What follows belongs to an exercise in optimizing a design on an open flow for small area; a production flow would make more cautious choices. Where RTL was checked, it was by simulation tests only, not by an equivalence proof against the original. For runs 2, 3, 5 and 6, only the layout was checked, not whether the RTL still works.

==> design/flow/design.v <==
module line_buff(rst,clk,sin,sout,x1,x2,x3);
  parameter bitsize = 8,length=480;
  input rst, clk;
  input [bitsize-1:0] sin;
  output [bitsize-1:0] sout;
  output [bitsize-1:0] x1,x2,x3;
  genvar k,i;
  generate
    for(k=0;k<length;k=k+1)
    begin : buff
      reg [bitsize-1:0] b;
    end
  endgenerate
  generate
    for(i=0;i<length-1;i=i+1)
    begin
    always @(posedge clk)
      begin
        buff[i+1].b <= rst?'b0:buff[i].b;
      end
    end
  endgenerate
  always @(posedge clk)
      begin
        buff[0].b <= rst?'b0:sin;
      end
  assign sout = buff[length-1].b;
  assign x1 = buff[0].b;
  assign x2 = buff[1].b;
  assign x3 = buff[2].b;
endmodule
module kernel(x1,y1,z1,x2,y2,z2,x3,y3,z3,sum);
  parameter bitsize = 8;
  input [bitsize-1:0] x1,y1,z1,x2,y2,z2,x3,y3,z3;
  output wire [bitsize:0] sum;
  wire signed [bitsize:0] Sum;
  assign Sum = x1+x2+x2+x3-z1-z2-z2-z3;
  assign sum = Sum[bitsize] ? -Sum : Sum;
endmodule
module CORDIC_VEC(clk,x_in,y_in,r);
  parameter bitsize = 16;
  input [bitsize-1:0] x_in,y_in;
  input clk;
  reg [bitsize-1:0] theta_out;
  output [bitsize-1:0] r;
  wire [2*bitsize-1:0] rbuff;
  genvar k;
  generate
    for(k = 0; k < bitsize; k = k + 1)
    begin : w
      wire [bitsize-1:0] m,n,p,deltheta;
    end
  endgenerate
  genvar i;
  generate
    for(i = 0; i<bitsize;i=i+1)
    begin : PIPES 
      if(i==0)
        PIP_BLOC #(.bitsize(bitsize),.i(i))BLOC(.clk(clk),.theta_in(16'h0000),.x_in(x_in),.y_in(y_in),.theta_out(w[i].p),.x_out(w[i].m),.y_out(w[i].n),.deltheta(w[i].deltheta));
      else if(i==15)
        PIP_BLOC #(.bitsize(bitsize),.i(i))BLOC(.clk(clk),.theta_in(w[i-1].p),.x_in(w[i-1].m),.y_in(w[i-1].n),.theta_out(w[i].p),.x_out(w[i].m),.y_out(w[i].n),.deltheta(w[i].deltheta));
      else  
      PIP_BLOC #(.bitsize(bitsize),.i(i))BLOC(.clk(clk),.theta_in(w[i-1].p),.x_in(w[i-1].m),.y_in(w[i-1].n),.theta_out(w[i].p),.x_out(w[i].m),.y_out(w[i].n),.deltheta(w[i].deltheta));
    end
  endgenerate
    always @ (posedge clk)
    begin
      theta_out <= w[15].p;
    end
    assign w[0].deltheta = 16'b0011001001000100;
    assign w[1].deltheta = 16'b0001110110101100;
    assign w[2].deltheta = 16'b0000111110101110;
    assign w[3].deltheta = 16'b0000011111110101;
    assign w[4].deltheta = 16'b0000001111111111;
    assign w[5].deltheta = 16'b0000001000000000;
    assign w[6].deltheta = 16'b0000000100000000;
    assign w[7].deltheta = 16'b0000000010000000;
    assign w[8].deltheta = 16'b0000000001000000;
    assign w[9].deltheta = 16'b0000000000100000;
    assign w[10].deltheta = 16'b0000000000010000;
    assign w[11].deltheta = 16'b0000000000001000;
    assign w[12].deltheta = 16'b0000000000000100;
    assign w[13].deltheta = 16'b0000000000000010;
    assign w[14].deltheta = 16'b0000000000000001;
    assign w[15].deltheta = 16'b0000000000000000;
    assign r = rbuff[2*bitsize-3:2*bitsize-18];
    assign rbuff = (w[15].m*16'h26dd);
endmodule
module PIP_BLOC(clk,theta_in,x_in,y_in,theta_out,x_out,y_out,deltheta);
  parameter i = 0;
  parameter bitsize = 16;
  input clk;
  input [bitsize-1:0] theta_in,x_in,y_in,deltheta;
  output reg [bitsize-1:0] theta_out,x_out,y_out;
  reg [bitsize-1:0] theta,x,y;
  wire [bitsize-1:0] x_shift,y_shift;
  assign y_sign = y[bitsize-1];
  shifter #(.i(i),.bitsize(bitsize)) s1(x,x_shift);
  shifter #(.i(i),.bitsize(bitsize)) s2(y,y_shift);
  always @ (posedge clk)
  begin
    x <= x_in;
    y <= y_in;
    theta <= theta_in;
  end
  always @ (*)
  begin
    if(~y_sign)
      x_out <= x + y_shift;
    else
      x_out <= x - y_shift;
  end
  always @ (*)
  begin
    if(~y_sign)
      y_out <= y - x_shift;
    else
      y_out <= y + x_shift;
  end
  always @ (*)
  begin
    if(~y_sign)
      theta_out <= theta + deltheta;
    else
      theta_out <= theta - deltheta;
  end
endmodule
module shifter(In,Out);
  parameter i=0;
  parameter bitsize=8;
  input [bitsize-1:0] In;
  output reg [bitsize-1:0] Out;
  integer k;
  always@(*)
  begin
    for(k=0;k<bitsize;k=k+1)
    begin
      if(k+i>bitsize-1)
        Out[k] = In[bitsize-1];
      else
        Out[k] = In[k+i];
    end
  end
endmodule
module build(rst,clk,sin,sout);
  parameter bitsize = 8, length=256;
  input rst,clk;
  input [bitsize-1:0] sin;
  output [bitsize-1:0] sout;
  wire [bitsize-1:0] w1,w2,w3,x1,x2,x3,y1,y2,y3,z1,z2,z3;
  wire [bitsize:0] sumx,sumy;
  wire [15:0] Sumx,Sumy,Sout;
  line_buff #(.bitsize(bitsize),.length(length)) l1(.rst(rst),.clk(clk),.sin(sin),.sout(w1),.x1(x1),.x2(x2),.x3(x3));
  line_buff #(.bitsize(bitsize),.length(length)) l2(.rst(rst),.clk(clk),.sin(w1),.sout(w2),.x1(y1),.x2(y2),.x3(y3));
  line_buff #(.bitsize(bitsize),.length(length)) l3(.rst(rst),.clk(clk),.sin(w2),.sout(w3),.x1(z1),.x2(z2),.x3(z3));
  kernel #(.bitsize(bitsize)) kx(x1,y1,z1,x2,y2,z2,x3,y3,z3,sumx);
  kernel #(.bitsize(bitsize)) ky(x1,x2,x3,y1,y2,y3,z1,z2,z3,sumy);
  assign Sumx={sumx[bitsize],1'b0,sumx[bitsize-1:0],6'd0};
  assign Sumy={sumy[bitsize],1'b0,sumy[bitsize-1:0],6'd0};
  CORDIC_VEC #(.bitsize(16)) grad(clk,Sumx,Sumy,Sout);
  assign sout = Sout[13:6];
  endmodule
==> design/flow/run.sh <==
#!/bin/bash
# synth_recipe.tcl (not shown) runs the flow's synth.tcl, then flattens the netlist and writes it again
# the make line also repeats each setting of config.mk as NAME=value (left out here)
make -C /OpenROAD-flow-scripts/flow DESIGN_CONFIG=/design/flow/config.mk WORK_HOME=/design/flow/orfs CLKGATE_MAP_FILE= SYNTH_SCRIPT=/design/flow/synth_recipe.tcl finish
==> design/flow/config.mk <==
export PLATFORM = sky130hd
export DESIGN_NAME = build
export DESIGN_NICKNAME = build
export VERILOG_FILES = /design/flow/design.v
export SDC_FILE = /design/flow/constraint.sdc
export NUM_CORES = 4
export LEC_CHECK = 0
export CAP_MARGIN = 20
export CORE_MARGIN = 2
export CORE_UTILIZATION = 45
export PLACE_DENSITY = 0.6
export SLEW_MARGIN = 20
==> design/flow/constraint.sdc <==
create_clock -name core_clock -period 12.0 [get_ports {clk}]
set_input_delay 2.4000 -clock core_clock [delete_from_list [all_inputs] [get_ports {clk}]]
set_output_delay 2.4000 -clock core_clock [all_outputs]
set_load 0.01 [all_outputs]
==> impl_metrics.csv, run 1 <==
group,metric,value,unit
status,run_status,"finished clean",
global_route,antenna_found_initial,1,
synthesis,synth_cell_types,70,
final_layout,design_area,168000,µm²
synthesis,yosys_warnings,50,
place,placed_cell_area,153100,µm²
global_route,grt_max_degree,275,
final_layout,fillers,28860,
sta,holdWs,0.4012,ns
die,num_rows,211,
final_layout,mostFrequentLayoutCells,"4570 x dfxtp_1, 4121 x nor2b_1, 630 x ha_1",
clock_tree,clkSlewWorstSetupHoldPaths,0.06,ns
sta,relSlewSlack,20.87,%
place,io_buffers,17,
synthesis,ys_seq_area_share,61.47,%
sta,setup_tns,0,ns
detailed_routing,ant_nets,0,
critical_path,path_class,"reg -> out",
hold_path,worst_hold_path_type,"reg -> reg",
die,core,329700,µm²
clock_tree,clkSinkCount,4571,
place,pre_cts_ws,0.8249,ns
synthesis,async_reset_ff_share,0,%
global_route,grt_usage,13.66,%
sta,slew_violations,0,
detailed_routing,detail_route.vias_per_cell,4.437,
final_layout,drive_gt1_share,6.224,%
die,die_area,335400,µm²
place,place_congestion,0.8251,
clock_tree,cts_buffers,438,
synthesis,synth_area,148900,µm²
place,hpwl,138200,µm
critical_path,worstPathMaxFanout,5,
detailed_routing,wl,230000,µm
detailed_routing,wl_per_cell,12.85,µm
global_route,grtUsageMet2,21.51,%
final_layout,final_nets,13990,
clock_tree,cts_tree,"built",
global_route,overflow,0,
sta,skew,0.06956,ns
critical_path,critPathCaptureType,"output port",
synthesis,synth-seq-cells,4571,
sta,period_share,95.22,%
die,die_y,579.2,µm
final_layout,multi_input_area,53660,µm²
final_layout,area_delta_synth_final,12.88,%
critical_path,arrival,9.03,ns
global_route,grt_util_met1,19.04,%
critical_path,cpMaxStageDelayCell,"o311ai_0",
synthesis,syn_inst,13170,
critical_path,crit_top_cell,"inv_1",
synthesis,synth_ff_type,"dfxtp_1",
die,boundaryPins,18,
detailed_routing,dr.pass1.iters,5,
detailed_routing,vias,79410,
synthesis,synth.avg_cell_area,11.30,µm²
clock_tree,cts_root_buffer,"clkbuf_16",
global_route,grt_pass1_vias,79810,
critical_path,start_kind,"flip-flop",
sta,fin_ws,0.5736,ns
global_route,gr-usage-met3,2.498,%
die,fp.dieW,579.2,µm
critical_path,required,9.60,ns
final_layout,regArea,91510,µm²
hold_path,holdPathStages,1,
sta,worstMarginPinSlew,1.178,ns
sta,finalSetupViolations,0,
critical_path,r2r_cells,14,
synthesis,synth_fp_nets,13990,
sta,hold_viol,0,
sta,rsz0062_at_grt,"false",
global_route,grt_pass1_wl,393200,µm
clock_tree,cts_max_level,5,
clock_tree,ctsHoldBuffers,0,
final_layout,final_common_cell,"dfxtp_1",
clock_tree,clk_path_buf_depth,4,
synthesis,synth_edf_count,0,
detailed_routing,drt_iter0_markers,3446,
sta,post-route-min-period,11.43,ns
detailed_routing,drc,0,
clock_tree,clk_latency,0.93,ns
die,start_util,45.15,%
sta,fmax,87.52,MHz
critical_path,slowest_delay,0.60,ns
job,cap_viol_max_count,0,
global_route,top_usage_layer,"met2",
[through the flow]
step           cells  util, %
3_3_place_gp   17090    46.44
3_5_place_dp   17090    46.44
6_report       17900    50.96
5_1_grt        17900    50.96
2_1_floorplan  13170        -
4_1_cts        17890    50.93
[what timing repair did]
item	in CTS	in global routing
setup buffers	1	4
setup endpoints to repair	4	6
gates cloned	0	1
gates resized for setup	7	9
pin swaps	0	3
[registers in the layout, indices dropped and copies added (netlist names)]
name	flops
l3.buff.b	24
l2.buff.b	2048
grad.PIPES.genblk1.genblk1.BLOC.x	224
grad.PIPES.genblk1.BLOC.y	9
grad.PIPES.genblk1.genblk1.BLOC.y	209
l1.buff.b	2048
grad.PIPES.genblk1.BLOC.x	9
[critical path: cells and delay by family, from the launching register on]
kind	cells	cell delay (ns)
adder cells (fa/ha/maj)	8	3.32
AO/OA/AOI/OAI	10	3.00
buffers and inverters	7	0.99
flip-flops	1	0.42
XOR/XNOR	2	0.32
AND/OR/NAND/NOR	1	0.08
[per-layer routing]
metal / routed length, µm / vias to the layer above
met1: 116100 / 36700
met2: 99940 / 807
li1: - / 41460
met3: 7927 / 454
met5: 0 / -
met4: 5958 / 0
[area by class of cell]
cell class / instances / area share [%]
repair inverters: 1 / 0.004467
repair buffers: 58 / 0.4259
flip-flops and latches: 4571 / 54.45
diodes: 2 / 0.002978
multi-input cells: 7589 / 31.93
well taps: 4366 / 3.251
clock buffers: 655 / 7.731
inverters: 514 / 1.150
clock inverters: 140 / 1.046
[synth_stat cells, types with 27 or more instances]
master    number  area [µm²]
ha_1         630        7883
clkbuf_1     486        1824
nor3_1       191       955.9
and2_1        31       193.9
nor2b_1     4121       25780
nor2_1       457        1715
nand2_1      206       773.2
inv_1        514        1929
xor2_1       122        1069
or3_1         41       256.5
a21oi_1      287        1436
dfxtp_1     4571       91510
a31oi_1       31       193.9
or2_2         40       250.2
xnor2_1      405        3547
fa_1         176        3523
o21ai_0      238        1191
a21o_1        56       420.4
nand3_1       27       135.1
o21a_1        76       570.6
o21bai_1      64       480.5
[worst paths after layout]
| check | start | endpoint | slack, ns |
|---|---|---|---|
| hold reg to reg | l1.buff[24].b[0] | l1.buff[25].b[0] | 0.40 |
| hold / removal | l1.buff[24].b[0] | l1.buff[25].b[0] | 0.40 |
| setup reg to reg | l1.buff[0].b[1] | grad.PIPES[0].genblk1.BLOC.y[7] | 7.13 |
| setup / recovery | grad.PIPES[15].genblk1.genblk1.BLOC.y[15] | sout[7] | 0.57 |
[cells by family after synthesis]
group | count (synthesis) | share of synthesized area (%)
fa+ha+maj | 806 | 7.662
flops | 4571 | 61.47
buf+inv | 1011 | 2.550
xor+xnor | 528 | 3.111
simple gates | 5243 | 20.81
compound gates | 969 | 4.095
mux | 43 | 0.3059
==> run 2: changes to the inputs <==
==> design/flow/design.v (replaced) <==
module line_buff(clk, rst, sin, x1, x2, x3, y1, y3, z1, z2, z3);
  input clk, rst;
  input [7:0] sin;
  output [7:0] x1, x2, x3, y1, y3, z1, z2, z3;
  localparam N = 515;
  reg [8*N-1:0] sr;
  reg [9:0] age;
  always @(posedge clk) begin
    sr <= {sr[8*(N-1)-1:0], sin};
    if (rst)
      age <= 10'd0;
    else if (age != 10'd515)
      age <= age + 10'd1;
  end
  wire v0   = (age != 10'd0);
  wire v1   = (age >  10'd1);
  wire v2   = (age >  10'd2);
  wire v256 = (age >  10'd256);
  wire v258 = (age >  10'd258);
  wire v512 = (age >  10'd512);
  wire v513 = (age >  10'd513);
  wire v514 = (age >  10'd514);
  assign x1 = sr[8*0   +: 8] & {8{v0}};
  assign x2 = sr[8*1   +: 8] & {8{v1}};
  assign x3 = sr[8*2   +: 8] & {8{v2}};
  assign y1 = sr[8*256 +: 8] & {8{v256}};
  assign y3 = sr[8*258 +: 8] & {8{v258}};
  assign z1 = sr[8*512 +: 8] & {8{v512}};
  assign z2 = sr[8*513 +: 8] & {8{v513}};
  assign z3 = sr[8*514 +: 8] & {8{v514}};
endmodule
module kernel(x1, x2, x3, y1, y3, z1, z2, z3, ax, ay);
  input [7:0] x1, x2, x3, y1, y3, z1, z2, z3;
  output [8:0] ax, ay;
  wire [8:0] gx = x1 + {x2, 1'b0} + x3 - z1 - {z2, 1'b0} - z3;
  wire [8:0] gy = x1 + {y1, 1'b0} + z1 - x3 - {y3, 1'b0} - z3;
  assign ax = gx[8] ? -gx : gx;
  assign ay = gy[8] ? -gy : gy;
endmodule
module rca(a, b, ci, s);
  parameter W = 16;
  input [W-1:0] a, b;
  input ci;
  output [W-1:0] s;
  wire [W:0] c;
  assign c[0] = ci;
  genvar j;
  generate
    for (j = 0; j < W; j = j + 1) begin : b_
      assign s[j] = a[j] ^ b[j] ^ c[j];
      assign c[j+1] = (a[j] & b[j]) | (a[j] & c[j]) | (b[j] & c[j]);
    end
  endgenerate
endmodule
module cstage(x, y, xo, yo);
  parameter I = 0;
  input [15:0] x, y;
  output [15:0] xo, yo;
  wire [15:0] xsh = $signed(x) >>> I;
  wire [15:0] ysh = $signed(y) >>> I;
  wire n = y[15];
  rca #(16) ax_(.a(x), .b(ysh ^ {16{n}}), .ci(n), .s(xo));
  rca #(16) ay_(.a(y), .b(xsh ^ {16{~n}}), .ci(~n), .s(yo));
endmodule
module cordic_mag(clk, ax, ay, mag);
  input clk;
  input [8:0] ax, ay;
  output reg [7:0] mag;
  wire [15:0] x0 = {ax[8], 1'b0, ax[7:0], 6'b0};
  wire [15:0] y0 = {ay[8], 1'b0, ay[7:0], 6'b0};
  wire [15:0] x1, y1, x2, y2;
  cstage #(0) s0(.x(x0), .y(y0), .xo(x1), .yo(y1));
  cstage #(1) s1(.x(x1), .y(y1), .xo(x2), .yo(y2));
  genvar k;
  generate
    for (k = 0; k <= 12; k = k + 1) begin : it
      reg [15:0] xr, yr;
      if (k == 0) begin : f
        always @(posedge clk) begin
          xr <= x2;
          yr <= y2;
        end
      end else begin : s
        wire [15:0] xn, yn;
        cstage #(k + 1) s(.x(it[k-1].xr), .y(it[k-1].yr), .xo(xn), .yo(yn));
        always @(posedge clk) begin
          xr <= xn;
          yr <= yn;
        end
      end
    end
  endgenerate
  wire [15:0] x15, y15;
  cstage #(14) s14(.x(it[12].xr), .y(it[12].yr), .xo(x15), .yo(y15));
  reg [15:0] x15r;
  reg n15r;
  always @(posedge clk) begin
    x15r <= x15;
    n15r <= y15[15];
  end
  wire [15:0] x16 = x15r + {15'b0, n15r};
  wire [27:0] p = x16 * 28'h26DD;
  always @(posedge clk)
    mag <= p[27:20];
endmodule
module build(rst, clk, sin, sout);
  parameter bitsize = 8, length = 256;
  input rst, clk;
  input [bitsize-1:0] sin;
  output [bitsize-1:0] sout;
  wire [7:0] x1, x2, x3, y1, y3, z1, z2, z3;
  wire [8:0] ax, ay;
  reg [8:0] axr, ayr;
  line_buff lb(.clk(clk), .rst(rst), .sin(sin), .x1(x1), .x2(x2), .x3(x3),
               .y1(y1), .y3(y3), .z1(z1), .z2(z2), .z3(z3));
  kernel k(.x1(x1), .x2(x2), .x3(x3), .y1(y1), .y3(y3), .z1(z1), .z2(z2),
           .z3(z3), .ax(ax), .ay(ay));
  always @(posedge clk) begin
    axr <= ax;
    ayr <= ay;
  end
  cordic_mag c(.clk(clk), .ax(axr), .ay(ayr), .mag(sout));
endmodule
==> run 2 against run 1 <==
Net effect: still clean; worst setup slack improved by 3.0 ns; flip-flop and latch count rose by 2; hold slack worse by 0.11 ns; clock skew is 0.019 ns lower; register-to-register slack worse by 3.6 ns; first-iteration DRC count shrank 59%; non-clock buffer count fell by 26; wire length down 46%; synthesized cell count fell by 50%.
==> impl_metrics.csv, run 2 <==
group,metric,value,unit
status,run_status,"finished clean",
synthesis,yosysTopAreaCellShare,83.08,%
clock_tree,ctsHoldBuffers,0,
final_layout,final_nets,7688,
job,cap_viol_max_count,0,
synthesis,ys_seq_area_share,83.08,%
synthesis,yosysMostFrequentCell,"dfxtp_1",
synthesis,synth_cell_types,46,
global_route,grt_pass1_wl,215200,µm
sta,hold_viol,0,
hold_path,holdPathStages,0,
detailed_routing,ant_nets,0,
critical_path,reg2reg_from,"ayr[8]",
clock_tree,cts_buffers,417,
die,fp.dieW,498.8,µm
synthesis,synth-seq-cells,4573,
sta,period_share,70.34,%
global_route,overflow,0,
final_layout,area_delta_synth_final,16.71,%
sta,fmax,118.5,MHz
synthesis,synth_ff_type,"dfxtp_1",
synthesis,synthTopCellsByArea,"dfxtp_1 83%, fa_1 7.5%, ha_1 2.9%, inv_1 2.4%, xor2_1 1.5%",
die,boundaryPins,18,
die,start_util,45.26,%
synthesis,yosys_warnings,3,
place,hpwl,69770,µm
die,die_y,498.8,µm
final_layout,largest_register_ffs,4120,
synthesis,synth_fp_nets,7265,
sta,worstMarginPinSlew,0.9971,ns
clock_tree,clkSlewWorstSetupHoldPaths,0.06,ns
final_layout,mostFrequentLayoutCells,"4573 x dfxtp_1, 702 x inv_1, 421 x clkbuf_16",
detailed_routing,drc,0,
clock_tree,cts_max_level,5,
detailed_routing,vias,40510,
sta,rsz0062_at_grt,"false",
synthesis,synth.avg_cell_area,16.72,µm²
synthesis,syn_inst,6589,
critical_path,worstPathMaxFanout,18,
place,io_buffers,17,
final_layout,fillers,19330,
detailed_routing,detail_route.vias_per_cell,3.845,
clock_tree,ctsResizeCount,0,
synthesis,synth_common_cells,"4573 x dfxtp_1, 702 x inv_1, 411 x fa_1",
final_layout,design_area,128600,µm²
sta,skew,0.05080,ns
die,num_rows,181,
global_route,grt_max_degree,28,
global_route,grt_pass1_vias,43360,
sta,slew_violations,0,
clock_tree,clk_latency,0.92,ns
critical_path,critPathCaptureType,"flip-flop",
sta,post-route-min-period,8.441,ns
clock_tree,clkSinkCount,4573,
critical_path,arrival,9.22,ns
critical_path,r2r_cells,23,
detailed_routing,drt_iter0_markers,1428,
sta,relSlewSlack,33.30,%
synthesis,synth_edf_count,0,
hold_path,worst_hold_path_type,"reg -> reg",
critical_path,start_kind,"flip-flop",
critical_path,cpMaxStageDelayCell,"dfxtp_1",
final_layout,top_register,"lb.sr",
place,placed_cell_area,114400,µm²
clock_tree,post_cts_buffers,0,
clock_tree,cts_root_buffer,"clkbuf_16",
die,core,243500,µm²
critical_path,rrSetupSlack,3.56,ns
global_route,grt_usage,10.32,%
hold_path,worst_hold_path.endpoint,"lb.sr[2909]",
synthesis,async_reset_ff_share,0,%
clock_tree,clk_path_buf_depth,4,
critical_path,worstReg2RegEnd,"c.it[0].yr[15]",
die,die_area,248800,µm²
synthesis,yosys.area.top_type,"dfxtp_1",
critical_path,path_class,"reg -> reg",
critical_path,slowest_delay,0.89,ns
critical_path,crit_top_cell,"fa_1",
critical_path,required,12.78,ns
detailed_routing,dr.pass1.iters,4,
critical_path,path_cells,"xor2_1 -> fa_1 -> inv_1 -> fa_1 -> fa_1 -> fa_1 -> fa_1 -> fa_1 -> fa_1 -> ha_1 -> xnor2_2 -> buf_4 -> xnor2_1 -> fa_1 -> fa_1 -> fa_1 -> fa_1 -> fa_1 -> fa_1 -> fa_1 -> fa_1 -> fa_1 -> xor2_1",
clock_tree,cts_tree,"built",
hold_path,worstHoldStart,"lb.sr[2901]",
final_layout,reg_top3,"lb.sr x4120, c.it.xr x200, c.it.yr x200",
detailed_routing,wl,124100,µm
final_layout,final_common_cell,"dfxtp_1",
global_route,antenna_found_initial,1,
synthesis,synth_area,110200,µm²
final_layout,drive_gt1_share,9.643,%
detailed_routing,wl_per_cell,11.78,µm
sta,finalSetupViolations,0,
place,place_congestion,0.7876,
sta,setup_tns,0,ns
-- run 2: cell types whose count changed in the layout (fill, tap and decap cells not counted), sizes merged, moves of 181 or more --
cell / change
nor2: -409
ha: -375
nor3: -181
nor2b: -4107
a21oi: -243
xnor2: -285
o21ai: -228
inv: +185
fa: +235
-- run 2: kinds of logic (layout without fill, tap and decap cells) --
kind of cell	count (synthesis)	after routing	synth area share [%]
AO/OA/AOI/OAI	93	93	0.5212
XOR/XNOR	317	317	2.564
adder cells (fa/ha/maj)	666	666	10.36
buffers and inverters	730	1473	2.487
flip-flops	4573	4573	83.08
multiplexers	13	13	0.1363
other	0	1	0
AND/OR/NAND/NOR	197	197	0.8460
-- run 2: critical path, delay by kind of cell, from the launching register on --
kind,cells,cell delay [ns]
XOR/XNOR,4,0.67
adder cells (fa/ha/maj),17,6.38
buffers and inverters,2,0.33
flip-flops,1,0.89
-- run 2: final cells by class --
type	instances	area [µm²]	area share (%)
sequential	4573	91550	71.19
antenna	1	2.502	0.001946
multi-input combinational	1286	15930	12.39
clock inverter	161	2210	1.718
inverter	702	2635	2.049
clock buffer	578	11990	9.320
timing repair buffer	32	282.8	0.2199
tap	3202	4006	3.115
-- run 2: layer usage --
metal	track usage [%]	part of all wire [%]	wire (µm)
met1	14.87	52	64450
met2	14.75	41	50320
met3	2.413	4.0	4958
met4	4.623	3.5	4334
met5	0	0	0
-- run 2: how the worst max path moves through the flow --
stage / cells after the start / endpoint / from / slack, ns
final: 23 / c.it[0].yr[15] / ayr[8] / 3.56
after global routing: 23 / c.it[0].yr[15] / ayr[8] / 3.18
after CTS: 23 / c.it[0].yr[15] / ayr[8] / 3.51
after detailed placement: 23 / c.it[0].yr[15] / ayr[8] / 3.55
after global placement: 23 / c.it[0].yr[15] / ayr[8] / 3.47
after floorplan: 25 / c.it[0].yr[15] / ayr[8] / 3.08
-- run 2: through the flow --
step | hold WS (ns) | worst slack (ns) | std cells | utilization [%]
after floorplan | 0.3096 | 3.075 | 6589 | -
after global placement | 0.3100 | 3.466 | 9795 | 46.99
after detailed placement | 0.3121 | 3.547 | 9795 | 46.99
after CTS | 0.2906 | 3.509 | 10530 | 52.82
after global routing | 0.2937 | 3.176 | 10540 | 52.82
final | 0.2894 | 3.559 | 10540 | 52.82
==> run 3: changes to the inputs <==
--- a/design/flow/config.mk
+++ b/design/flow/config.mk
@@ -9,4 +9,6 @@
 export CORE_MARGIN = 2
 export CORE_UTILIZATION = 45
+export CTS_CLUSTER_DIAMETER = 150
+export CTS_CLUSTER_SIZE = 30
 export PLACE_DENSITY = 0.6
 export SLEW_MARGIN = 20
==> run 3 against run 2 <==
Net effect: register-to-register slack barely moved; fmax decreased by 0.11%; design area is 7.4% lower; area after synthesis unchanged; global-route usage fell by 0.54 points; hold slack better by 0.016 ns; core utilization down 3.9 points; critical path depth stayed put; die area is the same; synthesized cell count is the same; critical endpoint unchanged.
==> impl_metrics.csv, run 3 <==
group,metric,value,unit
sta,rsz0062_at_grt,"false",
final_layout,mostFrequentLayoutCells,"4573 x dfxtp_1, 702 x inv_1, 411 x fa_1",
place,pre_cts_ws,3.547,ns
clock_tree,clk_path_buf_depth,3,
clock_tree,cts_root_buffer,"clkbuf_16",
clock_tree,cts_tree,"built",
synthesis,synth_common_cells,"4573 x dfxtp_1, 702 x inv_1, 411 x fa_1",
synthesis,yosysMostFrequentCell,"dfxtp_1",
final_layout,final_common_cell,"dfxtp_1",
sta,fin_ws,3.550,ns
sta,skew,0.04214,ns
detailed_routing,drt_iter0_markers,1571,
detailed_routing,wl_per_cell,11.73,µm
place,io_buffers,17,
die,die_y,498.8,µm
place,hpwl,69770,µm
critical_path,critPathCaptureType,"flip-flop",
sta,setup_tns,0,ns
detailed_routing,dr.pass1.iters,4,
final_layout,area_delta_synth_final,8.035,%
die,die_area,248800,µm²
clock_tree,clk_latency,0.86,ns
synthesis,async_reset_ff_share,0,%
critical_path,arrival,9.16,ns
die,boundaryPins,18,
detailed_routing,detail_route.vias_per_cell,3.861,
final_layout,reg_top3,"lb.sr x4120, c.it.xr x200, c.it.yr x200",
final_layout,multi_input_area,15930,µm²
hold_path,worst_hold_path_type,"reg -> reg",
critical_path,path_class,"reg -> reg",
sta,post-route-min-period,8.450,ns
clock_tree,post_cts_buffers,0,
place,placed_cell_area,114400,µm²
synthesis,synth_area,110200,µm²
global_route,grt_pass1_vias,40400,
critical_path,start_kind,"flip-flop",
synthesis,synth.avg_cell_area,16.72,µm²
synthesis,synth_fp_nets,7265,
critical_path,required,12.71,ns
synthesis,yosys.area.top_type,"dfxtp_1",
detailed_routing,vias,38550,
clock_tree,clkSlewWorstSetupHoldPaths,0.11,ns
final_layout,fillers,20200,
final_layout,design_area,119000,µm²
clock_tree,cts_buffers,171,
sta,hold_viol,0,
final_layout,drive_gt1_share,3.348,%
synthesis,synth_ff_type,"dfxtp_1",
global_route,overflow,0,
sta,holdWs,0.3050,ns
clock_tree,cts_max_level,4,
global_route,grt_pass1_wl,203000,µm
final_layout,regArea,91550,µm²
global_route,grt_usage,9.773,%
die,fp.dieW,498.8,µm
detailed_routing,wl,117100,µm
detailed_routing,drc,0,
clock_tree,clkSinkCount,4573,
die,start_util,45.26,%
status,run_status,"finished clean",
sta,period_share,70.42,%
final_layout,final_nets,7442,
detailed_routing,ant_nets,0,
final_layout,largest_register_ffs,4120,
sta,fmax,118.3,MHz
sta,worstMarginPinSlew,1.012,ns
critical_path,worstPathMaxFanout,18,
synthesis,syn_inst,6589,
clock_tree,ctsResizeCount,0,
synthesis,synth_edf_count,0,
die,num_rows,181,
sta,finalSetupViolations,0,
die,core,243500,µm²
final_layout,top_register,"lb.sr",
place,place_congestion,0.7876,
synthesis,yosysTopAreaCellShare,83.08,%
synthesis,yosys_warnings,3,
synthesis,synthTopCellsByArea,"dfxtp_1 83%, fa_1 7.5%, ha_1 2.9%, inv_1 2.4%, xor2_1 1.5%",
global_route,grt_max_degree,31,
clock_tree,ctsHoldBuffers,0,
synthesis,synth-seq-cells,4573,
global_route,antenna_found_initial,1,
synthesis,ys_seq_area_share,83.08,%
job,cap_viol_max_count,0,
synthesis,synth_cell_types,46,
sta,relSlewSlack,32.51,%
sta,slew_violations,0,
run 3: cell count changes in the layout (fill, tap and decap cells not counted), sizes merged:
cell      delta
bufinv      -47
clkbuf     -406
clkinv      -74
clkinvlp    -20
diode        +2
inv          -4
run 3: logic make-up after synthesis:
kind of cell	count (synthesis)	synth area share, %
compound gates	93	0.5212
xor+xnor	317	2.564
flops	4573	83.08
simple gates	197	0.8460
fa+ha+maj	666	10.36
buf+inv	730	2.487
mux	13	0.1363
run 3: cell type report:
type | count | share of cell area (%)
diodes | 3 | 0.006306
clock buffers | 172 | 3.616
clock inverters | 16 | 0.2754
inverters | 702 | 2.214
multi-input cells | 1286 | 13.38
flip-flops and latches | 4573 | 76.90
well taps | 3202 | 3.365
repair buffers | 32 | 0.2375
run 3: per-stage QoR:
step / utilization, % / cells
after floorplan: - / 6589
after global placement: 46.99 / 9795
after detailed placement: 46.99 / 9795
after CTS: 48.89 / 9983
after global routing: 48.90 / 9984
final: 48.90 / 9986
run 3: metal layers:
layer	GRT usage (%)	part of all wire (%)	vias up	routed length, µm
met5	0	0	-	0
met4	3.459	2.7	0	3198
met3	1.816	2.9	204	3450
met2	14.07	40	263	47090
met1	14.68	54	18130	63390
li1	-	-	19960	-
run 3: final timing paths:
check               from             end  slack (ns)  depth (start not counted)
min          lb.sr[3115]     lb.sr[3123]        0.30                          0
max               ayr[8]  c.it[0].yr[15]        3.55                         23
min reg2reg  lb.sr[3115]     lb.sr[3123]        0.30                          0
max reg2reg       ayr[8]  c.it[0].yr[15]        3.55                         23
run 3: critical path: stages, from the launching register on:
cell and delay, ns:
dfxtp_1 0.91, xor2_1 0.25, fa_1 0.21, inv_1 0.05, fa_1 0.38, fa_1 0.40, fa_1 0.40, fa_1 0.40
fa_1 0.39, fa_1 0.39, ha_1 0.26, xnor2_2 0.12, buf_4 0.28, xnor2_1 0.13, fa_1 0.41, fa_1 0.40
fa_1 0.40, fa_1 0.40, fa_1 0.39, fa_1 0.40, fa_1 0.39, fa_1 0.38, fa_1 0.38, xor2_1 0.17
==> run 4: changes to the inputs <==
--- a/design/flow/design.v
+++ b/design/flow/design.v
@@ -57,6 +57,12 @@
   input [15:0] x, y;
   output [15:0] xo, yo;
-  wire [15:0] xsh = $signed(x) >>> I;
-  wire [15:0] ysh = $signed(y) >>> I;
+  wire [15:0] xsh, ysh;
+  genvar j;
+  generate
+    for (j = 0; j < 16; j = j + 1) begin : sh
+      assign xsh[j] = x[(j + I > 15) ? 15 : j + I];
+      assign ysh[j] = y[(j + I > 15) ? 15 : j + I];
+    end
+  endgenerate
   wire n = y[15];
   rca #(16) ax_(.a(x), .b(ysh ^ {16{n}}), .ci(n), .s(xo));
==> run 4 against run 3 <==
Net effect: still clean; via count up 0.66%; clock skew fell by 0.0010 ns; critical path depth unchanged; cell count rose by 0.25%; synthesized cell count grew 0.41%; first-iteration DRC count is 4.3% lower; die area rose by 0.15%; critical endpoint unchanged.
==> impl_metrics.csv, run 4 <==
group,metric,value,unit
die,core,243500,µm²
final_layout,largest_register_ffs,4120,
critical_path,worstPathMaxFanout,18,
global_route,overflow,0,
die,boundaryPins,18,
clock_tree,cts_max_level,4,
final_layout,drive_gt1_share,3.394,%
sta,holdWs,0.3043,ns
synthesis,ys_seq_area_share,82.96,%
clock_tree,cts_root_buffer,"clkbuf_16",
die,die_area,249200,µm²
final_layout,final_nets,7465,
final_layout,final_common_cell,"dfxtp_1",
sta,setup_tns,0,ns
final_layout,mostFrequentLayoutCells,"4573 x dfxtp_1, 701 x inv_1, 411 x fa_1",
synthesis,synth_common_cells,"4573 x dfxtp_1, 701 x inv_1, 411 x fa_1",
detailed_routing,dr.pass1.iters,4,
global_route,grt_max_degree,31,
critical_path,crit_start,"ayr[8]",
synthesis,yosys_warnings,3,
clock_tree,clk_path_buf_depth,3,
synthesis,async_reset_ff_share,0,%
detailed_routing,drc,0,
clock_tree,clkSlewWorstSetupHoldPaths,0.11,ns
sta,finalSetupViolations,0,
synthesis,syn_inst,6616,
place,io_buffers,17,
clock_tree,cts_tree,"built",
place,hpwl,69530,µm
detailed_routing,wl,118000,µm
die,num_rows,181,
critical_path,path_class,"reg -> reg",
final_layout,fillers,20210,
detailed_routing,vias,38810,
final_layout,top_register,"lb.sr",
final_layout,multi_input_area,16080,µm²
global_route,antenna_found_initial,1,
synthesis,yosys.area.top_type,"dfxtp_1",
place,dp.cells,9817,
hold_path,worst_hold_path_type,"reg -> reg",
sta,worstMarginPinSlew,1.003,ns
global_route,grt_pass1_wl,204700,µm
place,pre_cts_ws,3.568,ns
synthesis,yosysMostFrequentCell,"dfxtp_1",
sta,period_share,70.13,%
detailed_routing,drt_iter0_markers,1503,
job,cap_viol_max_count,0,
die,die_y,499.2,µm
clock_tree,post_cts_buffers,0,
critical_path,reg2reg_from,"ayr[8]",
clock_tree,ctsResizeCount,0,
global_route,grt_usage,9.833,%
synthesis,synth_cell_types,54,
final_layout,regArea,91550,µm²
synthesis,yosysTopAreaCellShare,82.96,%
final_layout,stdcell_count,10010,
synthesis,synthTopCellsByArea,"dfxtp_1 83%, fa_1 7.5%, ha_1 2.9%, inv_1 2.4%, xor2_1 1.6%",
die,fp.dieW,499.2,µm
sta,fin_ws,3.584,ns
synthesis,synth_fp_nets,7292,
synthesis,synth.avg_cell_area,16.68,µm²
place,place_congestion,0.7677,
sta,skew,0.04114,ns
detailed_routing,detail_route.vias_per_cell,3.877,
place,placed_cell_area,114500,µm²
critical_path,arrival,9.16,ns
detailed_routing,ant_nets,0,
critical_path,required,12.74,ns
critical_path,critPathCaptureType,"flip-flop",
status,run_status,"finished clean",
sta,relSlewSlack,32.92,%
global_route,grt_pass1_vias,40710,
sta,rsz0062_at_grt,"false",
sta,hold_viol,0,
clock_tree,ctsHoldBuffers,0,
sta,fmax,118.8,MHz
synthesis,synth_area,110300,µm²
final_layout,design_area,119300,µm²
sta,slew_violations,0,
sta,post-route-min-period,8.416,ns
hold_path,worstHoldStart,"lb.sr[2193]",
final_layout,reg_top3,"lb.sr x4120, c.it.xr x200, c.it.yr x200",
final_layout,area_delta_synth_final,8.121,%
synthesis,synth_ff_type,"dfxtp_1",
die,start_util,45.33,%
clock_tree,cts_buffers,172,
detailed_routing,wl_per_cell,11.79,µm
clock_tree,clkSinkCount,4573,
final_layout,finish.utilization,49.01,%
synthesis,synth_edf_count,0,
synthesis,synth-seq-cells,4573,
clock_tree,clk_latency,0.87,ns
critical_path,start_kind,"flip-flop",
==> run 4: area by class of cell <==
type / count / share of cell area, %
multi-input combinational: 1308 / 13.48
sequential: 4573 / 76.73
clock inverter: 18 / 0.3503
timing repair buffer: 33 / 0.2433
clock buffer: 173 / 3.628
inverter: 701 / 2.205
antenna: 3 / 0.006292
tap: 3202 / 3.358
==> run 4: cells by family (layout without fill, tap and decap cells) <==
kind of cell | after synthesis | in the layout | share of synthesized area [%]
xor+xnor | 314 | 314 | 2.513
buf+inv | 735 | 925 | 2.507
simple gates | 204 | 204 | 0.8935
fa+ha+maj | 666 | 666 | 10.35
flops | 4573 | 4573 | 82.96
other cells | 0 | 3 | 0
mux | 16 | 16 | 0.1633
compound gates | 108 | 108 | 0.6146
==> run 4: final timing paths <==
| check | to | cells after the start | slack, ns |
|---|---|---|---|
| worst max-delay path | c.it[0].yr[15] | 23 | 3.58 |
| worst max register to register | c.it[0].yr[15] | 23 | 3.58 |
| worst min register to register | lb.sr[2201] | 0 | 0.30 |
| worst min-delay path | lb.sr[2201] | 0 | 0.30 |
==> run 4: per-layer routing <==
metal	up-vias	global-route usage [%]	routed length, µm
met4	0	3.386	3296
li1	20040	-	-
met1	18260	14.71	63620
met2	288	14.12	47290
met3	218	2.037	3805
met5	-	0	0
==> run 4: critical path, cell delays in order (launching register included) <==
cell and delay [ns]:
dfxtp_1 0.89, xor2_1 0.25, fa_1 0.20, inv_1 0.05, fa_1 0.37, fa_1 0.39
fa_1 0.39, fa_1 0.40, fa_1 0.40, fa_1 0.39, ha_1 0.26, xnor2_2 0.12
buf_4 0.28, xnor2_1 0.13, fa_1 0.43, fa_1 0.40, fa_1 0.39, fa_1 0.39
fa_1 0.40, fa_1 0.40, fa_1 0.39, fa_1 0.41, fa_1 0.39, xor2_1 0.17
==> run 5: changes to the inputs <==
--- a/design/flow/design.v
+++ b/design/flow/design.v
@@ -53,19 +53,28 @@
   endgenerate
 endmodule
-module cstage(x, y, xo, yo);
+module cstage(x, t, n, xo, to, no);
   parameter I = 0;
-  input [15:0] x, y;
-  output [15:0] xo, yo;
-  wire [15:0] xsh, ysh;
+  input [15:0] x;
+  input [14:0] t;
+  input n;
+  output [15:0] xo;
+  output [14:0] to;
+  output no;
+  wire [15:0] tsh, xsh, d;
   genvar j;
   generate
     for (j = 0; j < 16; j = j + 1) begin : sh
       assign xsh[j] = x[(j + I > 15) ? 15 : j + I];
-      assign ysh[j] = y[(j + I > 15) ? 15 : j + I];
+      if (j + I > 14) begin : z
+        assign tsh[j] = 1'b0;
+      end else begin : v
+        assign tsh[j] = t[j + I];
+      end
     end
   endgenerate
-  wire n = y[15];
-  rca #(16) ax_(.a(x), .b(ysh ^ {16{n}}), .ci(n), .s(xo));
-  rca #(16) ay_(.a(y), .b(xsh ^ {16{~n}}), .ci(~n), .s(yo));
+  rca #(16) ax_(.a(x), .b(tsh), .ci(n), .s(xo));
+  rca #(16) ay_(.a({1'b0, t}), .b(~xsh), .ci(1'b1), .s(d));
+  assign to = d[14:0] ^ {15{d[15]}};
+  assign no = n ^ d[15];
 endmodule
 module cordic_mag(clk, ax, ay, mag);
@@ -74,39 +83,94 @@
   output reg [7:0] mag;
   wire [15:0] x0 = {ax[8], 1'b0, ax[7:0], 6'b0};
-  wire [15:0] y0 = {ay[8], 1'b0, ay[7:0], 6'b0};
-  wire [15:0] x1, y1, x2, y2;
-  cstage #(0) s0(.x(x0), .y(y0), .xo(x1), .yo(y1));
-  cstage #(1) s1(.x(x1), .y(y1), .xo(x2), .yo(y2));
+  wire [14:0] t0 = ay[8] ? 15'h7FFF : {1'b0, ay[7:0], 6'b0};
+  wire [15:0] x1, x2;
+  wire [14:0] t1, t2;
+  wire n1, n2;
+  cstage #(0) s0(.x(x0), .t(t0), .n(ay[8]), .xo(x1), .to(t1), .no(n1));
+  cstage #(1) s1(.x(x1), .t(t1), .n(n1), .xo(x2), .to(t2), .no(n2));
   genvar k;
   generate
     for (k = 0; k <= 12; k = k + 1) begin : it
-      reg [15:0] xr, yr;
+      reg [15:0] xr;
+      reg [14:0] tr;
+      reg nr;
       if (k == 0) begin : f
         always @(posedge clk) begin
           xr <= x2;
-          yr <= y2;
+          tr <= t2;
+          nr <= n2;
         end
       end else begin : s
-        wire [15:0] xn, yn;
-        cstage #(k + 1) s(.x(it[k-1].xr), .y(it[k-1].yr), .xo(xn), .yo(yn));
+        wire [15:0] xn;
+        wire [14:0] tn;
+        wire nn;
+        cstage #(k + 1) s(.x(it[k-1].xr), .t(it[k-1].tr), .n(it[k-1].nr),
+                          .xo(xn), .to(tn), .no(nn));
         always @(posedge clk) begin
           xr <= xn;
-          yr <= yn;
+          tr <= tn;
+          nr <= nn;
         end
       end
     end
   endgenerate
-  wire [15:0] x15, y15;
-  cstage #(14) s14(.x(it[12].xr), .y(it[12].yr), .xo(x15), .yo(y15));
+  wire [15:0] x15;
+  wire [14:0] t15;
+  wire n15;
+  cstage #(14) s14(.x(it[12].xr), .t(it[12].tr), .n(it[12].nr),
+                   .xo(x15), .to(t15), .no(n15));
   reg [15:0] x15r;
   reg n15r;
   always @(posedge clk) begin
     x15r <= x15;
-    n15r <= y15[15];
+    n15r <= n15;
   end
-  wire [15:0] x16 = x15r + {15'b0, n15r};
-  wire [27:0] p = x16 * 28'h26DD;
+  wire [7:0] m;
+  gain_mul g(.x(x15r), .n(n15r), .mag(m));
   always @(posedge clk)
-    mag <= p[27:20];
+    mag <= m;
+endmodule
+module gain_mul(x, n, mag);
+  input [15:0] x;
+  input n;
+  output [7:0] mag;
+  wire [15:0] nx = ~x;
+  wire [27:0] r0 = {x[14:0], 13'b0};
+  wire [27:0] r1 = {1'b0, x, 11'b0};
+  wire [27:0] r2 = {4'b0, nx, 8'b0};
+  wire [27:0] r3 = {7'b0, nx, 5'b0};
+  wire [27:0] r4 = {11'b0, nx, 1'b0};
+  wire [27:0] r5 = {12'b0, nx};
+  wire [27:0] r6 = n ? 28'hEDD2800 : 28'hEDD0123;
+  wire [27:0] r7 = 28'd0;
+  wire [27:0] s1, c1, s2, c2, s3, c3, s4, c4, s5, c5, s6, c6;
+  csa28 a1(r0, r1, r2, s1, c1);
+  csa28 a2(r3, r4, r5, s2, c2);
+  csa28 a3(s1, c1, s2, s3, c3);
+  csa28 a4(c2, r6, r7, s4, c4);
+  csa28 a5(s3, c3, s4, s5, c5);
+  csa28 a6(s5, c5, c4, s6, c6);
+  wire [19:0] g = s6[19:0] & c6[19:0];
+  wire [19:0] p = s6[19:0] | c6[19:0];
+  wire [5:0] cb;
+  assign cb[0] = 1'b0;
+  genvar k;
+  generate
+    for (k = 0; k < 5; k = k + 1) begin : blk
+      wire [3:0] gg = g[4*k +: 4];
+      wire [3:0] pp = p[4*k +: 4];
+      wire bg = gg[3] | (pp[3] & gg[2]) | (pp[3] & pp[2] & gg[1]) |
+                (pp[3] & pp[2] & pp[1] & gg[0]);
+      wire bp = &pp;
+      assign cb[k+1] = bg | (bp & cb[k]);
+    end
+  endgenerate
+  rca #(8) hi(.a(s6[27:20]), .b(c6[27:20]), .ci(cb[5]), .s(mag));
+endmodule
+module csa28(a, b, c, s, cy);
+  input [27:0] a, b, c;
+  output [27:0] s, cy;
+  assign s = a ^ b ^ c;
+  assign cy = {(a[26:0] & b[26:0]) | (a[26:0] & c[26:0]) | (b[26:0] & c[26:0]), 1'b0};
 endmodule
 module build(rst, clk, sin, sout);
--- a/design/flow/config.mk
+++ b/design/flow/config.mk
@@ -6,4 +6,5 @@
 export NUM_CORES = 4
 export LEC_CHECK = 0
+export ABC_AREA = 1
 export CAP_MARGIN = 20
 export CORE_MARGIN = 2
==> run 5 against run 4 <==
Net effect: flip-flop and latch count up 4; first-iteration DRC count down 2.3%; still clean; hold slack worse by 0.0016 ns; clock skew up 0.0065 ns; die area down 1.7%; core utilization down 0.21 points; global-route usage about the same; wire length down 2.8%; register-to-register slack worse by 0.43 ns.
==> impl_metrics.csv, run 5 <==
group,metric,value,unit
status,run_status,"finished clean",
place,io_buffers,17,
synthesis,yosysMostFrequentCell,"dfxtp_1",
clock_tree,ctsResizeCount,0,
final_layout,finish.utilization,48.80,%
clock_tree,clk_latency,0.84,ns
sta,period_share,73.74,%
synthesis,synth_mux_area_share,0,%
global_route,grt_pass1_vias,39750,
synthesis,synth_area,108400,µm²
final_layout,final_common_cell,"dfxtp_1",
global_route,grt_max_degree,31,
synthesis,synthXorXnorAreaFrac,2.117,%
critical_path,cpMaxStageDelayCell,"dfxtp_1",
clock_tree,post_cts_buffers,0,
synthesis,syn_inst,6315,
detailed_routing,drc,0,
detailed_routing,wl,114800,µm
critical_path,crit_start,"ayr[8]",
final_layout,stdcell_count,9702,
final_layout,mostFrequentLayoutCells,"4577 x dfxtp_1, 478 x inv_1, 405 x fa_1",
clock_tree,cts_buffers,170,
detailed_routing,dr.pass1.iters,5,
synthesis,synth_cell_types,42,
synthesis,synth_top_family_by_area,"adder cells",
sta,rsz0062_at_grt,"false",
final_layout,regArea,91630,µm²
clock_tree,clk_path_buf_depth,3,
critical_path,worstPathMaxFanout,11,
final_layout,final_nets,7135,
job,cap_viol_max_count,0,
synthesis,synth_ff_type,"dfxtp_1",
detailed_routing,vias,37280,
clock_tree,clkSinkCount,4577,
critical_path,setup.worst_path.end,"c.it[0].tr[6]",
sta,setup_tns,0,ns
final_layout,reg_top3,"lb.sr x4120, c.it.xr x202, c.it.tr x191",
place,hpwl,67510,µm
die,boundaryPins,18,
critical_path,crit_top_cell,"fa_1",
die,die_y,494.9,µm
clock_tree,clkSlewWorstSetupHoldPaths,0.12,ns
critical_path,rrSetupSlack,3.15,ns
synthesis,yosysTopAreaCellShare,84.50,%
synthesis,synth_fp_nets,6949,
critical_path,slowest_delay,0.57,ns
hold_path,worst_hold_path_type,"reg -> reg",
detailed_routing,drt_iter0_markers,1469,
sta,worstMarginPinSlew,0.6137,ns
critical_path,required,12.75,ns
global_route,overflow,0,
critical_path,start_kind,"flip-flop",
die,start_util,45.16,%
sta,hold_viol,0,
final_layout,drive_gt1_share,3.607,%
critical_path,worstReg2RegEnd,"c.it[0].tr[6]",
synthesis,synth.avg_cell_area,17.17,µm²
sta,relSlewSlack,59.04,%
critical_path,reg2reg_from,"ayr[8]",
detailed_routing,wl_per_cell,11.83,µm
global_route,antenna_found_initial,2,
synthesis,synth_compound_area_share,0.2919,%
sta,slew_violations,0,
critical_path,arrival,9.60,ns
global_route,grt_pass1_wl,199800,µm
clock_tree,ctsHoldBuffers,0,
die,num_rows,180,
synthesis,synth_common_cells,"4577 x dfxtp_1, 478 x inv_1, 405 x fa_1",
critical_path,path_class,"reg -> reg",
die,fp.dieW,494.9,µm
sta,skew,0.04760,ns
clock_tree,cts_tree,"built",
clock_tree,cts_max_level,4,
synthesis,ys_seq_area_share,84.50,%
final_layout,top_register,"lb.sr",
global_route,grt_usage,9.807,%
final_layout,multi_input_area,14910,µm²
final_layout,largest_register_ffs,4120,
synthesis,synth-simple-area-share,1.330,%
sta,fmax,113.0,MHz
critical_path,r2r_cells,29,
synthesis,synth-seq-cells,4577,
die,die_area,244900,µm²
synthesis,synthTopCellsByArea,"dfxtp_1 85%, fa_1 7.5%, ha_1 2.5%, inv_1 1.7%, xnor2_1 1.4%",
synthesis,synthAdderAreaFrac,10.00,%
detailed_routing,detail_route.vias_per_cell,3.842,
final_layout,area_delta_synth_final,8.041,%
place,dp.cells,9514,
synthesis,async_reset_ff_share,0,%
sta,finalSetupViolations,0,
sta,post-route-min-period,8.849,ns
synthesis,yosys.area.top_type,"dfxtp_1",
synthesis,yosys_warnings,3,
clock_tree,cts_root_buffer,"clkbuf_16",
synthesis,synth_edf_count,0,
critical_path,critPathCaptureType,"flip-flop",
detailed_routing,ant_nets,0,
final_layout,fillers,20160,
die,core,240100,µm²
place,place_congestion,0.7571,
==> run 5: cell count changes after synthesis, moves of 14 or more <==
| cell | change |
|---|---|
| inv_1 | -223 |
| xor2_1 | -122 |
| nand2_1 | +68 |
| xnor2_1 | +64 |
| ha_1 | -36 |
| nand3_1 | +31 |
| clkbuf_1 | -26 |
| a21oi_1 | -20 |
| and3_1 | -15 |
| nor2b_1 | -14 |
==> run 5: critical path, delay by kind of cell, from the launching register on <==
family / cells / cell delay (ns)
flops: 1 / 0.57
simple gates: 2 / 0.19
xor+xnor: 4 / 1.23
compound gates: 1 / 0.16
buf+inv: 4 / 0.28
fa+ha+maj: 18 / 6.34
==> run 5: metal layers <==
metal	wire length (µm)	up-vias	GRT usage, %	share of wire (%)
met2	45950	298	14.14	40
met5	0	-	0	0
met4	2947	0	3.428	2.6
met1	62320	17490	14.68	54
met3	3533	206	1.950	3.1
li1	-	19290	-	-
==> run 5: stage by stage <==
step	setup slack [ns]	cell area [µm²]	hold slack, ns
global route	2.546	117100	0.3069
floorplan	3.632	108400	0.3096
detailed placement	3.094	112600	0.3121
CTS	3.037	117100	0.3012
global placement	3.138	112600	0.3097
finish	3.151	117100	0.3027
==> run 5: area by class of cell <==
cell class,count,area share (%)
clock buffer,172,3.638
clock inverter,15,0.2456
multi-input combinational,1241,12.73
tap,3185,3.402
timing repair buffer,30,0.2286
antenna,1,0.002136
inverter,481,1.541
sequential,4577,78.21
==> run 5: cells by family (layout without fill, tap and decap cells) <==
kind of cell	after synthesis	count (layout)
flops	4577	4577
fa+ha+maj	624	624
buf+inv	497	698
simple gates	304	304
xor+xnor	257	257
compound gates	54	54
other cells	2	3
==> run 5: worst min path at each step <==
stage,startpoint,to,depth (start not counted)
after detailed placement,lb.sr[1262],lb.sr[1270],0
after global placement,lb.sr[351],lb.sr[359],0
after CTS,lb.sr[2238],lb.sr[2246],0
after global routing,lb.sr[1741],lb.sr[1749],0
after floorplan,lb.sr[992],lb.sr[1000],0
final,lb.sr[3176],lb.sr[3184],0
==> run 6: changes to the inputs <==
--- a/design/flow/config.mk
+++ b/design/flow/config.mk
@@ -6,5 +6,4 @@
 export NUM_CORES = 4
 export LEC_CHECK = 0
-export ABC_AREA = 1
 export CAP_MARGIN = 20
 export CORE_MARGIN = 2
==> run 6 against run 5 <==
Net effect: non-clock buffer count unchanged; hold slack got worse by 0.00094 ns; register-to-register slack got worse by 0.36 ns; count of clock-buffer cells in the layout decreased by 1; clock skew fell by 0.0064 ns.
==> impl_metrics.csv, run 6 <==
group,metric,value,unit
final_layout,multi_input_area,14620,µm²
global_route,grt_usage,9.628,%
clock_tree,cts_buffers,171,
critical_path,path_class,"reg -> reg",
job,cap_viol_max_count,0,
final_layout,top_register,"lb.sr",
detailed_routing,vias,36340,
hold_path,holdPathStages,0,
global_route,antenna_found_initial,1,
final_layout,final_nets,6952,
clock_tree,ctsResizeCount,0,
synthesis,synth.avg_cell_area,17.57,µm²
final_layout,drive_gt1_share,3.442,%
hold_path,worstHoldStart,"lb.sr[1258]",
detailed_routing,detail_route.vias_per_cell,3.825,
die,fp.dieW,493.5,µm
sta,slew_violations,0,
final_layout,area_delta_synth_final,8.190,%
detailed_routing,met2WireLength,46080,µm
critical_path,worstPathMaxFanout,12,
place,placed_cell_area,112000,µm²
sta,setup_tns,0,ns
synthesis,synth_area,107800,µm²
detailed_routing,highest_layer,"met4",
critical_path,crit_family,"adder cells",
sta,rsz0062_at_grt,"false",
sta,skew,0.04124,ns
detailed_routing,wl,113700,µm
die,boundaryPins,18,
sta,fmax,108.6,MHz
clock_tree,clk_path_buf_depth,3,
status,run_status,"finished clean",
place,io_buffers,17,
synthesis,yosys.area.top_type,"dfxtp_1",
synthesis,synth_common_cells,"4577 x dfxtp_1, 405 x fa_1, 397 x inv_1",
detailed_routing,met1_length,61200,µm
die,num_rows,179,
critical_path,crit_top_cell,"fa_1",
sta,hold_viol,0,
critical_path,critPathCaptureType,"flip-flop",
synthesis,synth_ff_type,"dfxtp_1",
synthesis,syn_inst,6135,
global_route,grt_pass1_wl,195000,µm
final_layout,stdcell_count,9502,
final_layout,regArea,91630,µm²
critical_path,r2r_cells,30,
critical_path,required,12.73,ns
die,core,238100,µm²
clock_tree,ctsHoldBuffers,0,
synthesis,synth-seq-cells,4577,
clock_tree,clkSlewWorstSetupHoldPaths,0.10,ns
place,hpwl,66120,µm
final_layout,fillers,19590,
die,die_y,493.5,µm
detailed_routing,wl_per_cell,11.97,µm
place,place_congestion,0.7366,
synthesis,yosysMostFrequentCell,"dfxtp_1",
global_route,grt_max_degree,31,
critical_path,slowest_delay,0.60,ns
place,dp.cells,9312,
synthesis,synth_edf_count,0,
clock_tree,cts_max_level,4,
critical_path,rrSetupSlack,2.79,ns
detailed_routing,drt_iter0_markers,1443,
synthesis,synth_fp_nets,6769,
synthesis,synthTopCellsByArea,"dfxtp_1 85%, fa_1 7.5%, ha_1 2.5%, xnor2_1 1.7%, inv_1 1.4%",
hold_path,worst_hold_path_type,"reg -> reg",
critical_path,reg2reg_from,"ayr[8]",
critical_path,start_kind,"flip-flop",
synthesis,synth_cell_types,50,
synthesis,async_reset_ff_share,0,%
synthesis,yosysTopAreaCellShare,84.98,%
synthesis,yosys_warnings,3,
detailed_routing,drc,0,
synthesis,ys_seq_area_share,84.98,%
sta,worstMarginPinSlew,0.9828,ns
sta,relSlewSlack,33.97,%
clock_tree,clk_latency,0.85,ns
global_route,overflow,0,
critical_path,worstReg2RegEnd,"c.it[0].tr[6]",
sta,period_share,76.74,%
clock_tree,cts_root_buffer,"clkbuf_16",
critical_path,arrival,9.94,ns
die,start_util,45.29,%
die,die_area,243500,µm²
sta,finalSetupViolations,0,
detailed_routing,dr.pass1.iters,4,
critical_path,cp.depth,30,
sta,post-route-min-period,9.209,ns
final_layout,final_common_cell,"dfxtp_1",
global_route,grt_pass1_vias,38200,
clock_tree,clkSinkCount,4577,
final_layout,design_area,116700,µm²
final_layout,reg_top3,"lb.sr x4120, c.it.xr x202, c.it.tr x191",
critical_path,critPathBufInv,4,
final_layout,largest_register_ffs,4120,
final_layout,mostFrequentLayoutCells,"4577 x dfxtp_1, 405 x fa_1, 397 x inv_1",
detailed_routing,wl_met3,3525,µm
hold_path,worst_hold_path.endpoint,"lb.sr[1266]",
critical_path,cpMaxStageDelayCell,"xor2_2",
clock_tree,cts_tree,"built",
detailed_routing,ant_nets,0,
clock_tree,post_cts_buffers,0,
## run 6: area by class of cell
type | instances | share of cell area, %
multi-input cells | 1141 | 12.53
well taps | 3167 | 3.397
diodes | 1 | 0.002145
clock buffers | 171 | 3.668
inverters | 397 | 1.277
clock inverters | 18 | 0.3443
flip-flops and latches | 4577 | 78.55
repair buffers | 30 | 0.2295
## run 6: how the worst max path moves through the flow
| stage | from | endpoint | slack [ns] |
|---|---|---|---|
| 4_1_cts | ayr[8] | c.it[0].tr[6] | 2.66 |
| 5_1_grt | ayr[8] | c.it[0].tr[6] | 2.18 |
| 6_report | ayr[8] | c.it[0].tr[6] | 2.79 |
| 2_1_floorplan | ayr[8] | c.it[0].tr[6] | 3.03 |
| 3_3_place_gp | ayr[8] | c.it[0].tr[6] | 2.68 |
| 3_5_place_dp | ayr[8] | c.it[0].tr[6] | 2.66 |
## run 6: cells by family after synthesis
kind of cell	after synthesis	share of synthesized area, %
AOI/OAI and AO/OA	54	0.3226
xor gates and xnor gates	273	2.238
adders and majority gates	631	10.13
buffers and inverters	417	1.459
DFF	4577	84.98
muxes	4	0.03945
other	2	0.006965
and+or+nand+nor	177	0.8274
## run 6: metal layers
layer | track usage, % | vias to the layer above
met1 | 14.34 | 17140
met3 | 2.056 | 184
li1 | - | 18770
met5 | 0 | -
met2 | 13.92 | 243
met4 | 3.221 | 0
## run 6: worst register-to-register path: cells and delay by family, from the launching register on
family | cells | cell delay [ns]
adders and majority gates | 18 | 6.41
and+or+nand+nor | 2 | 0.24
xor gates and xnor gates | 5 | 1.41
buffers and inverters | 4 | 0.39
DFF | 1 | 0.59
AOI/OAI and AO/OA | 1 | 0.06
## run 6: through the flow
step / utilization (%) / hold WS [ns] / worst slack [ns]
2_1_floorplan: - / 0.3096 / 3.033
3_3_place_gp: 47.03 / 0.3098 / 2.678
3_5_place_dp: 47.03 / 0.3121 / 2.664
4_1_cts: 49.00 / 0.2920 / 2.662
5_1_grt: 49.00 / 0.3034 / 2.175
6_report: 49.00 / 0.3018 / 2.791

-- port drivers added, routing unchanged --
Ports are ideal in the flow. The routed layouts listed here were re-timed in OpenROAD.
Step 1, drivers: a clkbuf_16 drives clk and a buf_2 each remaining input, both assumed.
Step 2 also shifts input and output timing later by t, the mid clock arrival at the registers, as if the neighbouring blocks saw the same clock.
Slacks: no drivers / after step 1 / after step 2; pairs: no drivers / after step 1.
run	t, ns	setup slack, ns	worst setup path after step 2	clock arrival spread, ns	worst register clock-pin slew, ns
run 1	0.996	0.574 / 0.483 / 1.479	register to output	0.080 / 0.080	0.07 / 0.07
run 2	0.985	3.559 / 3.559 / 3.559	register to register	0.083 / 0.083	0.07 / 0.07
run 3	0.902	3.550 / 3.550 / 3.550	register to register	0.073 / 0.073	0.11 / 0.11
run 4	0.930	3.584 / 3.584 / 3.584	register to register	0.050 / 0.050	0.11 / 0.11
run 5	0.904	3.151 / 3.151 / 3.151	register to register	0.079 / 0.080	0.12 / 0.12
run 6	0.921	2.791 / 2.791 / 2.791	register to register	0.067 / 0.067	0.12 / 0.12
After both steps setup and hold are still met in every run listed.
